Source: an optimization exercise on an open RTL-to-GDS flow (aim: small area). Production flows keep margins and buffers that such runs may drop. Only simulation tests tie the RTL to the original design; equivalence was not proved. Power figures rest on the tool's default switching activity, not on a simulated workload.

===== design/flow/design.v =====
module aluCPU(
    input [15:0] data1,
    input [15:0] data2,
    input [15:0] imm,
    input imm_cin,
    input pass,
    input use_imm,
    input add,
    input sub,
    input mul,
    output [15:0] result
);
    wire [15:0] r0 = data1 & {16{pass | add | sub | (mul & data2[0])}};
    wire [15:0] r1 = (imm & {16{use_imm}})
                   | ((data2 ^ {16{sub}}) & {16{add | sub}})
                   | ({data1[14:0], 1'b0} & {16{mul & data2[1]}});
    wire [15:0] r2 = {data1[13:0], 2'b0} & {16{mul & data2[2]}};
    wire [15:0] r3 = {data1[12:0], 3'b0} & {16{mul & data2[3]}};
    wire [15:0] r4 = {data1[11:0], 4'b0} & {16{mul & data2[4]}};
    wire [15:0] r5 = {data1[10:0], 5'b0} & {16{mul & data2[5]}};
    wire neg = mul & data2[6];
    wire [15:0] r6 = {~data1[9:0] & {10{neg}}, 6'b0};
    wire [15:0] r7 = {9'd0, neg, 6'd0};
    wire cin = sub | (use_imm & imm_cin);    
    function [31:0] csa_n(input [15:0] a, input [15:0] b, input [15:0] c);
        reg [15:0] s, k;
        begin
            s = a ^ b ^ c;
            k = (a & b) | (a & c) | (b & c);
            csa_n = {k[14:0], 1'b1, s};
        end
    endfunction
    wire [31:0] l1a = csa_n(~r0, ~r1, ~r2);
    wire [31:0] l1b = csa_n(~r3, ~r4, ~r5);
    wire [31:0] l2a = csa_n(l1a[15:0], l1a[31:16], l1b[15:0]);
    wire [31:0] l2b = csa_n(l1b[31:16], ~r6, ~r7);
    wire [31:0] l3 = csa_n(l2a[15:0], l2a[31:16], l2b[15:0]);
    wire [31:0] l4 = csa_n(l3[15:0], l3[31:16], l2b[31:16]);
    wire [15:0] x = l4[15:0], y = l4[31:16];
    wire [15:0] result_n;
    wire [16:0] c;
    assign c[0] = ~cin;
    genvar g;
    generate
        for (g = 0; g < 16; g = g + 1) begin : rca
            assign result_n[g] = x[g] ^ y[g] ^ c[g];
            assign c[g+1] = (x[g] & y[g]) | (x[g] & c[g]) | (y[g] & c[g]);
        end
    endgenerate
    assign result = ~result_n;
endmodule
module memoryCPU (
    input clock,
    input clear,
    input regWrite,
    input [3:0] write_reg_addr,
    input [15:0] write_data,
    input [3:0] read_reg_addr,
    output [15:0] read_data
);
    reg phase;
    reg pending;
    reg [2:0] pair_d;
    reg clear_d;
    reg [15:0] slot_p [0:7];
    reg [15:0] slot_q [0:7];
    wire write_now = regWrite & (write_reg_addr[0] != phase);
    always @(posedge clock) begin
        phase <= ~phase;
        pending <= regWrite & (write_reg_addr[0] == phase);
        pair_d <= write_reg_addr[3:1];
        clear_d <= clear;
    end
    wire clr = clear | clear_d;
    wire [15:0] wdata = write_data & {16{~clr}};
    integer i;
    always @(posedge clock) begin
        for (i = 0; i < 8; i = i + 1) begin
            slot_q[i] <= slot_p[i];
            if (clr | (write_now & (write_reg_addr[3:1] == i)) | (pending & (pair_d == i)))
                slot_p[i] <= wdata;
            else
                slot_p[i] <= slot_q[i];
        end
    end
    wire [3:0] slot = {read_reg_addr[3:1], read_reg_addr[0] ^ phase};  
    reg [15:0] rd;
    always @(*) begin
        rd = 16'd0;
        for (i = 0; i < 8; i = i + 1) begin
            rd = rd | (slot_p[i] & {16{(slot == {i[2:0], 1'b0}) & ~clear_d}});
            rd = rd | (slot_q[i] & {16{(slot == {i[2:0], 1'b1}) & ~clear_d}});
        end
    end
    assign read_data = rd;
endmodule
module lcd_controller (
    input clk,
    input reset_n,           
    input rst_n,             
    input start,
    input [2:0] opcode,
    input load,
    input [3:0] reg_idx,
    input [15:0] value,      
    input step_free,         
    output [15:0] val_out,
    output [15:0] step_out,
    output reg [7:0] lcd_data,
    output wire lcd_rs,
    output wire lcd_rw,
    output reg lcd_en,
    output wire lcd_on,
    output wire lcd_blon
);
    localparam [1:0] STATE_IDLE = 2'd0, STATE_RUN = 2'd1, STATE_READY = 2'd2;
    reg [1:0] state;
    reg [4:0] pos;
    reg [10:0] counter;       
    reg wait_flag;
    reg [2:0] op_store;
    reg [3:0] reg_store;
    reg [15:0] val;           
    reg [3:0] digit;          
    reg first_boot;
    reg prev_reset_n;
    reg system_active;
    assign lcd_rw = 1'b0;
    assign lcd_on = (state != STATE_IDLE);
    assign lcd_blon = (state != STATE_IDLE);
    function [39:0] get_op_string(input [2:0] op);
        case (op)
            3'b000: get_op_string = "LOAD ";
            3'b001: get_op_string = "ADD  ";
            3'b010: get_op_string = "ADDI ";
            3'b011: get_op_string = "SUB  ";
            3'b100: get_op_string = "SUBI ";
            3'b101: get_op_string = "MUL  ";
            3'b110: get_op_string = "CLEAR";
            default: get_op_string = "DPL  ";
        endcase
    endfunction
    wire val_neg = val[15];
    reg [15:0] step_k;
    always @(*) begin
        case ({val_neg, pos})
            {1'b0, 5'd20}: step_k = -16'd10000;
            {1'b0, 5'd21}: step_k = -16'd1000;
            {1'b0, 5'd22}: step_k = -16'd100;
            {1'b0, 5'd23}: step_k = -16'd10;
            {1'b1, 5'd20}: step_k = 16'd10000;
            {1'b1, 5'd21}: step_k = 16'd1000;
            {1'b1, 5'd22}: step_k = 16'd100;
            {1'b1, 5'd23}: step_k = 16'd10;
            {1'b1, 5'd24}: step_k = 16'd1;
            default: step_k = -16'd1;
        endcase
    end
    assign val_out = val;
    assign step_out = step_k;
    wire [15:0] step_sum = value;
    wire step_ok = val_neg ? (step_sum[15] | (step_sum == 16'd0)) : ~step_sum[15];
    wire in_line2_digits = (pos >= 5'd20) && (pos <= 5'd24);
    wire extracting = (state == STATE_RUN) && wait_flag && !lcd_en &&
                      in_line2_digits && !first_boot && step_free;
    wire is_clear = (op_store == 3'b110) && !first_boot;
    wire [39:0] op_str = get_op_string(op_store);
    wire [4:0] l1 = pos - 5'd7;    
    always @(*) begin
        lcd_data = 8'h00;
        if (state == STATE_RUN) begin
            if (pos == 5'd1 || pos == 5'd2)
                lcd_data = 8'h38;
            else if (pos == 5'd3)
                lcd_data = 8'h0C;
            else if (pos == 5'd4)
                lcd_data = 8'h01;
            else if (pos == 5'd6)
                lcd_data = first_boot ? 8'h06 : 8'h01;
            else if (pos <= 5'd11)
                lcd_data = first_boot ? " " : op_str >> (8 * (4 - l1[2:0]));
            else if (pos == 5'd12 || (is_clear && pos <= 5'd17))
                lcd_data = " ";
            else if (pos == 5'd13)
                lcd_data = "[";
            else if (pos <= 5'd17)
                lcd_data = (reg_store[10 - l1[3:0]] && !first_boot) ? "1" : "0";
            else if (pos == 5'd18)
                lcd_data = "]";
            else if (pos == 5'd19)
                lcd_data = 8'hC0;
            else if (pos == 5'd20)
                lcd_data = (val_neg && !first_boot) ? "-" : "+";
            else
                lcd_data = {4'h3, digit};
        end else begin  
            lcd_data = is_clear ? " " : {4'h3, digit};
        end
    end
    assign lcd_rs = (state != STATE_RUN) ||
                    (pos >= 5'd7 && pos <= 5'd18) || (pos >= 5'd20);
    always @(posedge clk)
        if (rst_n && system_active && state != STATE_IDLE && wait_flag && counter != 11'd935)
            counter <= {counter[9:0], ~(counter[10] ^ counter[8])};
        else
            counter <= 11'd0;
    always @(posedge clk) begin
        if (load && state == STATE_READY) begin
            reg_store <= reg_idx;
            val <= value;
        end else if (extracting && step_ok) begin
            val <= step_sum;
        end
        if (!rst_n) begin
            system_active <= 0;
            prev_reset_n <= 1;
            state <= STATE_IDLE;
            lcd_en <= 0;
        end else begin
            prev_reset_n <= reset_n;
            if (prev_reset_n == 1'b1 && reset_n == 1'b0)
                system_active <= ~system_active;
            if (system_active == 1'b0) begin
                state <= STATE_IDLE;
                lcd_en <= 0;
                wait_flag <= 0;
                pos <= 0;
                first_boot <= 1;
            end else if (state == STATE_IDLE) begin
                state <= STATE_RUN;
                pos <= 0;
                wait_flag <= 0;
                first_boot <= 1;
            end else if (wait_flag) begin
                if (counter != 11'd935) begin
                    if (counter == 11'd1648) begin
                        lcd_en <= 0;
                        digit <= 4'd0;
                    end
                end else begin
                    wait_flag <= 0;
                end
                if (extracting && step_ok)
                    digit <= digit + 1'b1;
            end else if (state == STATE_READY) begin
                if (start) begin
                    op_store <= opcode;
                    lcd_en <= 1;
                    wait_flag <= 1;
                    state <= STATE_RUN;
                    pos <= 5'd6;
                end
            end else begin  
                lcd_en <= 1;
                wait_flag <= 1;
                if (pos == 5'd4) begin
                    op_store <= 3'b000;
                    pos <= 5'd6;
                end else if (pos == 5'd17 && is_clear) begin
                    state <= STATE_READY;
                end else if (pos == 5'd24) begin
                    first_boot <= 0;
                    state <= STATE_READY;
                end else begin
                    pos <= pos + 1'b1;
                end
            end
        end
    end
endmodule
module miniCPU (
    input [17:0] switches,
    input ligar,
    input enviar,
    input clk,
    input rst_n,
    output [7:0] LCD_DATA,
    output LCD_RS,
    output LCD_RW,
    output LCD_EN,
    output LCD_ON,
    output LCD_BLON
);
    wire [2:0] opcode = switches[17:15];
    wire [3:0] reg_dest = switches[14:11];
    wire [3:0] reg_input1 = switches[10:7];
    wire [3:0] reg_input2 = switches[6:3];
    wire signal = switches[6];
    wire [15:0] imm_ones = {{10{signal}}, switches[5:0] ^ {6{signal}}};
    localparam [2:0] LOAD = 3'b000, ADD = 3'b001, ADDI = 3'b010, SUB = 3'b011,
                     SUBI = 3'b100, MUL = 3'b101, CLEAR = 3'b110, DISPLAY = 3'b111;
    localparam [2:0] IDLE = 3'b000, EXECUTE = 3'b001, WRITE = 3'b010, WAIT_MORE = 3'b011,
                     W1_NONE = 3'b100, W1_WRITE = 3'b101, W1_CLEAR = 3'b110;
    localparam [1:0] SEL_ADD = 2'b00, SEL_SUB = 2'b01, SEL_MUL = 2'b10, SEL_PASS = 2'b11;
    reg [2:0] state;
    wire lcd_start_signal = state[2];
    wire write_enable = state[2] & state[0];
    wire soft_reset = state[2] & state[1];
    reg [15:0] work;
    reg [1:0] alu_selector;
    wire [15:0] mem_read_data;
    wire [15:0] alu_result;
    reg ligar_high;
    always @(posedge clk or negedge ligar)
        if (~ligar) ligar_high <= 1'b0;
        else ligar_high <= 1'b1;
    wire memory_clear = ~ligar_high | soft_reset;
    wire executing = (state == EXECUTE);
    wire writing = (state == WRITE);
    wire [3:0] read_addr = executing ? reg_input2 : reg_input1;
    memoryCPU Memo (
        .clock(clk),
        .clear(memory_clear),
        .regWrite(write_enable),
        .write_reg_addr(reg_dest),
        .write_data(work),
        .read_reg_addr(read_addr),
        .read_data(mem_read_data)
    );
    wire op_rr = (opcode == ADD) | (opcode == SUB);
    wire w_load = (opcode == LOAD);
    wire w_pass = (opcode == DISPLAY) | (alu_selector == SEL_PASS);
    wire w_op = ~w_load & ~w_pass;
    wire cpu_alu = executing | writing;
    wire ext = ~cpu_alu;
    wire m_pass = ext | (executing ? op_rr : (~w_load & w_pass));
    wire m_imm = ext | (executing ? ~op_rr : w_load);
    wire m_add = writing & w_op & (alu_selector == SEL_ADD);
    wire m_sub = writing & w_op & (alu_selector == SEL_SUB);
    wire m_mul = writing & w_op & (alu_selector == SEL_MUL);
    wire [15:0] lcd_val, lcd_step;
    aluCPU ALU (
        .data1(ext ? lcd_val : mem_read_data),
        .data2(work),
        .imm(ext ? lcd_step : imm_ones),
        .imm_cin(~ext & signal),
        .pass(m_pass),
        .use_imm(m_imm),
        .add(m_add),
        .sub(m_sub),
        .mul(m_mul),
        .result(alu_result)
    );
    wire [3:0] current_lcd_reg_idx = (opcode == DISPLAY) ? reg_input1 : reg_dest;
    lcd_controller LCD (
        .clk(clk),
        .reset_n(ligar),
        .rst_n(rst_n),
        .start(lcd_start_signal),
        .opcode(opcode),
        .load(writing),
        .reg_idx(current_lcd_reg_idx),
        .value(alu_result),
        .step_free(ext),
        .val_out(lcd_val),
        .step_out(lcd_step),
        .lcd_data(LCD_DATA),
        .lcd_rs(LCD_RS),
        .lcd_rw(LCD_RW),
        .lcd_en(LCD_EN),
        .lcd_on(LCD_ON),
        .lcd_blon(LCD_BLON)
    );
    always @(posedge clk or negedge ligar) begin
        if (~ligar) begin
            state <= IDLE;
        end else begin
            case (state)
                IDLE: if (!enviar) state <= EXECUTE;
                EXECUTE: state <= WRITE;
                WRITE: begin
                    if (opcode == CLEAR)
                        state <= W1_CLEAR;
                    else if (opcode == DISPLAY)
                        state <= W1_NONE;
                    else
                        state <= W1_WRITE;
                end
                default:  
                    if (enviar) state <= IDLE;
                    else state <= WAIT_MORE;
            endcase
        end
    end
    always @(posedge clk) begin
        case (opcode)
            ADD, ADDI: alu_selector <= SEL_ADD;
            SUB, SUBI: alu_selector <= SEL_SUB;
            MUL: alu_selector <= SEL_MUL;
            default: alu_selector <= SEL_PASS;
        endcase
        if (executing | writing)
            work <= alu_result;
    end
endmodule

===== design/flow/flow/run.sh =====
#!/bin/bash
# Standard synthesis, then a stronger ABC area pass over the combinational
# logic only (flip-flops, full adders and tie cells are kept as they are, with
# their names), a larger drive strength for the drivers of high-fanout nets,
# then the standard layout from that netlist with the extra
# make settings in flow/params.sh (clock-tree and port-buffer options).
set -euo pipefail
WORK=$(pwd)
R=$WORK/orfs/results/${FLOW_PLATFORM}/miniCPU/base
LIB=$FLOW_HOME/platforms/${FLOW_PLATFORM}/lib/sky130_fd_sc_hd__tt_025C_1v80.lib
source "$WORK/flow/params.sh"

bash standard.sh synth > synth_standard.log 2>&1
cp "$R/1_2_yosys.v" "$WORK/1_2_yosys.standard.v"

DU=$(sed -n '/DONT_USE_CELLS/,/^$/p' "$FLOW_HOME/platforms/${FLOW_PLATFORM}/config.mk" | tr -d '\\' \
     | grep -o 'sky130_fd_sc_hd__[a-z0-9_]*' | sed 's/^/-dont_use /' | tr '\n' ' ')
cp "$WORK/flow/reopt.abc" "$WORK/reopt.abc"
cat > "$WORK/reopt.ys" <<EOY
read_liberty -wb -ignore_miss_func $LIB
read_verilog $WORK/1_2_yosys.standard.v
hierarchy -top $FLOW_TOP
blackbox =sky130_fd_sc_hd__*df* =sky130_fd_sc_hd__fa_* =sky130_fd_sc_hd__conb_*
flatten -wb
opt_clean
abc -liberty $LIB $DU -script $WORK/reopt.abc
opt_clean -purge
read_liberty -lib -overwrite $LIB
hierarchy -top $FLOW_TOP
splitnets
opt_clean -purge
hilomap -singleton -hicell sky130_fd_sc_hd__conb_1 HI -locell sky130_fd_sc_hd__conb_1 LO
insbuf -buf sky130_fd_sc_hd__buf_1 A X
opt_clean -purge
check -assert -mapped
stat -liberty $LIB
write_verilog -noattr -nohex -nodec $WORK/1_2_yosys.reopt.v
EOY
yosys -s "$WORK/reopt.ys" > reopt.log 2>&1
python3 "$WORK/flow/upsize.py" "$LIB" "$WORK/1_2_yosys.reopt.v" "$WORK/1_2_yosys.upsized.v" 14 $DU > upsize.log 2>&1
cp "$WORK/1_2_yosys.upsized.v" "$R/1_2_yosys.v"
rm -f "$R/1_synth.odb" "$R/1_synth.sdc"
bash standard.sh "${LAYOUT_VARS[@]}" finish > layout.log 2>&1

===== design/flow/flow/params.sh =====
# extra make settings for the layout steps
LAYOUT_VARS=(
  "CTS_ARGS=-sink_clustering_enable -repair_clock_nets -dont_use_dummy_load -sink_clustering_size 16 -sink_clustering_max_diameter 60 -buf_list sky130_fd_sc_hd__clkbuf_8"
  "BUFFER_PORTS_ARGS=-buffer_cell sky130_fd_sc_hd__buf_1"
)

===== design/flow/flow/reopt.abc =====
strash;&get -n;&deepsyn -T 60;&put;&get -n;&dch -f;&nf -R 1000;&put;&get -n;&dch -f;&nf -R 1000;&put

===== design/flow/flow/upsize.py =====
#!/usr/bin/env python3
"""Give the combinational drivers of high-fanout nets the next drive strength
(X_0/X_1 -> X_2, same pins), so that placement repair needs fewer buffers.
usage: upsize.py liberty netlist_in netlist_out min_fanout"""
import re, sys

lib, src, dst, min_fanout = sys.argv[1], sys.argv[2], sys.argv[3], int(sys.argv[4])
cells = set(re.findall(r'^\s*cell\s*\(\s*"?(sky130_fd_sc_hd__\w+)"?\s*\)', open(lib).read(), re.M))
dont_use = set(sys.argv[5:])
txt = open(src).read()
inst = re.compile(r'(sky130_fd_sc_hd__\w+)(\s+\S+\s*\()(.*?)(\);)', re.S)
outs = ('X', 'Y')
fanout, driver = {}, {}
for m in inst.finditer(txt):
    for p, n in re.findall(r'\.(\w+)\(([^)]*)\)', m.group(3)):
        n = n.strip()
        if p in outs:
            driver[n] = m.group(1)
        else:
            fanout[n] = fanout.get(n, 0) + 1
big = {n for n, f in fanout.items() if f >= min_fanout}

def repl(m):
    typ, body = m.group(1), m.group(3)
    if re.search(r'__(df|edf|sdf|dl|fa_|ha_|conb)', typ):
        return m.group(0)
    pins = dict(re.findall(r'\.(\w+)\(([^)]*)\)', body))
    o = [pins[p].strip() for p in outs if p in pins]
    base = re.match(r'(sky130_fd_sc_hd__\w+?)_(\d+)$', typ)
    if o and o[0] in big and base and int(base.group(2)) < 2:
        new = base.group(1) + '_2'
        if new in cells and new not in dont_use:
            return new + m.group(2) + body + m.group(4)
    return m.group(0)

open(dst, 'w').write(inst.sub(repl, txt))

===== design/flow/standard.sh =====
#!/bin/bash
# synth_recipe.tcl (not shown) runs the flow's synth.tcl, then flattens the netlist and writes it again
# the make line also repeats each setting of config.mk as NAME=value (left out here)
make -C /OpenROAD-flow-scripts/flow DESIGN_CONFIG=/design/flow/config.mk WORK_HOME=/design/flow/orfs CLKGATE_MAP_FILE= SYNTH_SCRIPT=/design/flow/synth_recipe.tcl "${@:-finish}"

===== design/flow/config.mk =====
export PLATFORM = sky130hd
export DESIGN_NAME = miniCPU
export DESIGN_NICKNAME = miniCPU
export VERILOG_FILES = /design/flow/design.v
export SDC_FILE = /design/flow/constraint.sdc
export NUM_CORES = 4
export LEC_CHECK = 0
export ABC_AREA = 1
export CAP_MARGIN = 20
export CORE_MARGIN = 2
export CORE_UTILIZATION = 60
export PLACE_DENSITY = 0.92
export SLEW_MARGIN = 20

===== design/flow/constraint.sdc =====
create_clock -name core_clock -period 20.0 [get_ports {clk}]
set_input_delay 4.0000 -clock core_clock [delete_from_list [all_inputs] [get_ports {clk}]]
set_output_delay 4.0000 -clock core_clock [all_outputs]
set_load 0.01 [all_outputs]

==> impl_results.md, run 1 <==
* Status: timing/DRC/antenna clean
* Setup crit end kind: flop
* NumNets Final at around 1.4k
* Leakage power figure at around 5.3 nW
* Max clock buf depth at 3
* Number of global-route vias before repair at between 10k and 15k
* Met2 Usage GRT at 0.532
* Row cnt at between 50 and 60
* H-tree depth at 1
* Final WS setup at between 4000 and 5000 ps
* Setup TNS at 0 ps
* Initial antenna violation count at 0
* Root Driver: clkbuf_8
* Largest stage delay on the critical path at ~960 ps
* DP Area at between 10,000 and 15,000 um^2
* CTS resizes at 0
* # DRC at 0
* Placer Congestion at 0.962
* Maximum VDD drop at ~0.14 mV
* Syn Inst Count at 1,253
* First DRT Iteration DRCs at between 1.5k and 2k
* WHS at 303 ps
* Max_slew headroom at 0.208
* Mean Syn Cell Area at 11.2 um^2
* Total Power at about 3 mW
* IO Count at 35
* RR Startpoint: state[2]
* Cts bufs inserted at 26
* Vias per inst at 7.03
* Final instance area at between 15,000 and 20,000 um^2
* Hold/Removal Path Class: reg2reg
* Die area at between 20,000 and 25,000 um^2
* Synth Cell Area at 14,000 um^2
* Grt met1 use at 0.427
* Reg2Reg Depth at 34
* FMAX at 64.3 MHz
* Hold Buf Count CTS at 0
* IO Port Bufs at 33
* Area of the multi-input gates at 6580 um^2
* Power per cell area at around 200 nW/um^2
* RSZ-0062 raised after global routing: false
* Die span in x at roughly 160 um
* Slew Limit Fails at 0
* Layout area overhead at 7.29%
* Worst Setup SP: switches[10]
* Share of cells above drive strength 1 at 0.0654
* Post-DP HPWL at between 20,000 and 30,000 um
* Final Routed Wirelength at roughly 41,000 um
* Drt pass-1 iters at 7
* Reg-to-reg critical path endpoint: LCD.digit[3]
* Fillers at approximately 1.7k
* Most frequent cells in the layout: 280 x dfxtp_1, 134 x a22o_1, 109 x nand2_1
* Most crowded layer after global routing: met2
* Min-delay src: Memo.slot_p[2][1]
* Setup-failing EPs final at 0
* CP max-delay cell: nor2_2
* YS warnings at 6
* Worst Hold Depth at 0
* Min Tclk post-route at around 16,000 ps
* Worst Setup Start Kind: input pin
* WHS Endpoint: Memo.slot_q[2][1]
* Antenna-violating nets left at 0
* R2R setup slack at ~7000 ps
* CTS tree: yes
* CP dominant cell by count: fa_1
* Core area at roughly 23,000 um^2
* Post-CTS Repair Setup Buffers at 0
* Crit path required time at around 20,000 ps
* Gr ovfl total at 0
* Largest net degree at the start of global routing at 38
* Diode count at 0
* Most common cell after layout, fill and taps aside: dfxtp_1
* Final Hold Vio Count at 0
* Die height at 157 um
* Max Fanout on Critical Path at 16
* Final period util at 0.778
* Syn Nets at ~1.3k
* Met3 GRT Util at 0.0789
* # Max-Cap Violations at 0
* Total number of vias at between 10k and 15k
* First-pass GRT wire length at roughly 64,000 um
* FF+latch area at ~7200 um^2
* Final Skew at 91.5 ps
* Gr usage total at 0.336
* DR WL/cell at about 25 um
* Crit path DAT at 15,700 ps
* Initial Util at 0.614
* WS Path Type: in2reg
* Clock transition at the registers of the reported paths at 100 ps
* Worst slew pin tran at 1190 ps
* Clk sinks at ~330
* Latest clock arrival within the worst-skew pair at roughly 610 ps
* Setup WS pre-CTS at roughly 4200 ps
-- stage by stage --
stage	cells	util
after floorplan	1253	-
after global placement	1618	0.643
after detailed placement	1618	0.643
after CTS	1644	0.659
after global routing	1644	0.659
final	1644	0.659
-- where the power goes --
group	switching, mW	leakage (nW)	internal (mW)
clock	0.207	0.187	0.116
sequential	0.147	2.80	0.966
combinational	0.981	2.36	0.601
total	1.33	5.35	1.68
-- layout make-up --
class / instances / area share
Clock buffer: 26 / 0.0239
Inverter: 52 / 0.0131
Multi-Input combinational cell: 866 / 0.438
Sequential cell: 334 / 0.480
Tap cell: 313 / 0.0261
Timing Repair Buffer: 53 / 0.0183
-- critical path, delay by kind of cell --
family / cells / cell delay, ps
fa+ha+maj: 13 / 5550
xor+xnor: 1 / 250
compound gates: 6 / 2070
buf+inv: 4 / 320
simple gates: 11 / 3450
-- worst max-delay path by stage --
stage,end,slack (ps),cells past startpoint
floorplan,LCD.digit[0],5800,35
global placement,LCD.digit[0],4630,34
detailed placement,LCD.digit[3],4200,37
CTS,LCD.digit[3],4630,37
global route,LCD.digit[1],3760,37
finish,LCD.digit[3],4450,35
-- layer usage --
layer  up-vias  wire length [um]
li1       4897                 -
met2       923             18400
met3       229              5150
met4         0              2640
met5         -                 0
met1      5508             15100
-- state kept, by name (all words and copies together), names as in the netlist, 2 cells and up --
name / count
LCD.counter: 11
LCD.digit: 4
LCD.op_store: 3
LCD.pos: 5
LCD.reg_store: 4
LCD.state: 2
LCD.val: 16
Memo.pair_d: 3
Memo.slot_p: 128
Memo.slot_q: 128
alu_selector: 2
state: 3
work: 16
==> inputs of run 2 (changes only) <==
==> design/flow/flow/params.sh (replaced) <==
# extra make settings for the layout steps
LAYOUT_VARS=(
  "CTS_ARGS=-sink_clustering_enable -repair_clock_nets -dont_use_dummy_load -sink_clustering_size 10 -sink_clustering_max_diameter 40 -buf_list sky130_fd_sc_hd__clkbuf_4"
  "BUFFER_PORTS_ARGS=-buffer_cell sky130_fd_sc_hd__buf_1"
)
==> impl_results.md, run 2 <==
* CTS tree: yes
* Clk sinks at 334 (unchanged)
* Final Hold Vio Count at 0 (unchanged)
* FMAX at 64.9 MHz (+0.98%)
* Synth Cell Area at 14,000 um^2 (unchanged)
* Leakage power figure at 5.36 nW (+0.12%)
* Max clock buf depth at 3 (unchanged)
* WS Path Type: in2reg
* Share of cells above drive strength 1 at 0.0765 (+0.0111)
* Min Tclk post-route at 15,400 ps (-151 ps)
* Root Driver: clkbuf_4
* Fillers at 1,698 (+0.59%)
* WHS at 233 ps (-70.6 ps)
* DP Area at 14,600 um^2 (unchanged)
* Number of global-route vias before repair at 11.7k (+0.54%)
* Layout area overhead at 7.01%
* Final WS setup at 4600 ps (+151 ps)
* IO Count at 35 (unchanged)
* DR WL/cell at 24.7 um (-1.5%)
* CTS resizes at 0 (unchanged)
* H-tree depth at 2 (+1)
* RSZ-0062 raised after global routing: false
* NumNets Final at 1,435 (+1.1%)
* Placer Congestion at 0.962 (unchanged)
* YS warnings at 6 (unchanged)
* Setup TNS at 0 ps (unchanged)
* Core area at 22,800 um^2 (unchanged)
* Gr ovfl total at 0 (unchanged)
* Mean Syn Cell Area at 11.2 um^2 (unchanged)
* Max_slew headroom at 0.162 (-0.0463)
* Syn Nets at 1,339 (unchanged)
* Final Routed Wirelength at 41,100 um (-0.47%)
* Status: timing/DRC/antenna clean
* Syn Inst Count at 1,253 (unchanged)
* Maximum VDD drop at 0.132 mV (-5.9%)
* Latest clock arrival within the worst-skew pair at 740 ps (+130 ps)
* Gr usage total at 0.336 (about the same)
* Vias per inst at 6.95 (-1.2%)
* Largest stage delay on the critical path at 880 ps (-80 ps)
* First DRT Iteration DRCs at 1,728 (-5.6%)
* Setup-failing EPs final at 0 (unchanged)
* Most common cell after layout, fill and taps aside: dfxtp_1
* Post-CTS Repair Setup Buffers at 0 (unchanged)
* Max Fanout on Critical Path at 16 (unchanged)
* Post-DP HPWL at 26,600 um (unchanged)
* Setup WS pre-CTS at 4200 ps (unchanged)
* Die height at 157 um (unchanged)
* # DRC at 0 (unchanged)
* Slew Limit Fails at 0 (unchanged)
* Row cnt at 55 (unchanged)
* Antenna-violating nets left at 0 (unchanged)
* IO Port Bufs at 33 (unchanged)
* Final Skew at 151 ps (+59.6 ps)
* Drt pass-1 iters at 10 (+3)
* First-pass GRT wire length at 63,400 um (-0.28%)
* Initial antenna violation count at 1 (+1)
* Worst Setup Start Kind: input pin
* Total number of vias at 11.5k (-0.16%)
* Setup crit end kind: flop
* Hold Buf Count CTS at 0 (unchanged)
* CP dominant cell by count: fa_1
* Die span in x at 157 um (unchanged)
* Largest net degree at the start of global routing at 38 (unchanged)
* Final period util at 0.770 (-0.00754)
* Crit path required time at 20,260 ps (+110 ps)
* # Max-Cap Violations at 0 (unchanged)
* Initial Util at 0.614 (unchanged)
* Power per cell area at 200 nW/um^2 (-0.57%)
* Regs by FF count: Memo.slot_p: 128 flops, Memo.slot_q: 128 flops
* Hold/Removal Path Class: reg2reg
* Die area at 24,500 um^2 (unchanged)
* Clock transition at the registers of the reported paths at 110 ps (about the same)
* Final instance area at 15,000 um^2 (-0.27%)
* CP max-delay cell: nor2_2
* Crit path DAT at 15,660 ps (-40 ps)
* Cts bufs inserted at 42 (+62%)
* Most frequent cells in the layout: 280 x dfxtp_1, 134 x a22o_1, 109 x nand2_1
* Worst slew pin tran at 1260 ps (+69.3 ps)
run 2: path summary, 6_finish.rpt:
| check | start | slack, ps | cells past startpoint | to |
|---|---|---|---|---|
| max | switches[6] | 4600 | 37 | LCD.digit[3] |
| min | Memo.slot_p[1][7] | 230 | 0 | Memo.slot_q[1][7] |
| max reg2reg | state[2] | 7070 | 38 | LCD.digit[3] |
| min reg2reg | Memo.slot_p[1][7] | 230 | 0 | Memo.slot_q[1][7] |
| max in group asynchronous | ligar | 16600 | 1 | state[1] |
| min in group asynchronous | ligar | 3180 | 1 | state[2] |
run 2: power by group:
part | internal [mW] | switching [mW] | leakage (nW) | total, mW
clock network | 0.0967 | 0.211 | 0.193 | 0.308
logic | 0.598 | 0.975 | 2.36 | 1.57
registers | 0.966 | 0.145 | 2.80 | 1.11
run 2: cell type report:
class                           instances  area [um^2]  area share
Sequential cell                       334         7210       0.482
Tap cell                              313          392      0.0262
Timing Repair Buffer                   53          274      0.0183
Inverter                               52          196      0.0131
Clock buffer                           42          315      0.0211
Multi-Input combinational cell        866         6580       0.440
Antenna cell                            1         2.50    0.000167
run 2: worst max-delay path, delay by kind of cell:
kind                     cells  cell delay [ps]
AO/OA/AOI/OAI               10             3160
buffers and inverters        3              330
AND/OR/NAND/NOR             11             2990
adder cells (fa/ha/maj)     13             5170
run 2: stage by stage:
stage / power [mW] / util / instances
detailed placement: 2.64 / 0.643 / 1618
global route: 3.18 / 0.657 / 1661
floorplan: 2.15 / - / 1253
global placement: 2.56 / 0.643 / 1618
CTS: 2.94 / 0.657 / 1660
finish: 2.99 / 0.657 / 1661
run 2: layer usage:
metal / global-route usage / vias up / wire (um) / part of all wire
met4: 0.200 / 0 / 2670 / 0.065
met1: 0.423 / 5476 / 15100 / 0.37
met5: 0 / - / 0 / 0
met3: 0.0856 / 244 / 5210 / 0.13
met2: 0.525 / 870 / 18100 / 0.44
li1: - / 4948 / - / -

[re-timing with driven ports]
The results above use ideal ports. As a check the final layouts listed here were re-extracted and re-timed, cells and wires unchanged. Step 1 (the two cells are an assumption about what drives the block):
set clk [get_ports {clk}]
set_driving_cell -lib_cell sky130_fd_sc_hd__clkbuf_16 $clk
set_driving_cell -lib_cell sky130_fd_sc_hd__buf_2 [delete_from_list [all_inputs] $clk]
Step 2 moves the port delays by t, midway between the first and last clock arrival at a register: inputs arrive t later, outputs are due t later. That takes back most of the time a late clock gives input paths. Three values: ideal, step 1, step 2; two values: the first two.
| run | t (ns) | setup WS [ns] | worst hold slack (ns) | clock arrival spread, ns |
|---|---|---|---|---|
| run 1 | 0.602 | 4.450 / 4.470 / 3.868 | 0.303 / 0.303 / 0.303 | 0.092 / 0.092 |
| run 2 | 0.707 | 4.601 / 4.622 / 3.916 | 0.233 / 0.233 / 0.233 | 0.151 / 0.151 |
After both steps every run listed still meets setup and hold. For run 2, which loses most, drivers alone change the setup slack by +0.021 ns; drivers and shift together by -0.685 ns.
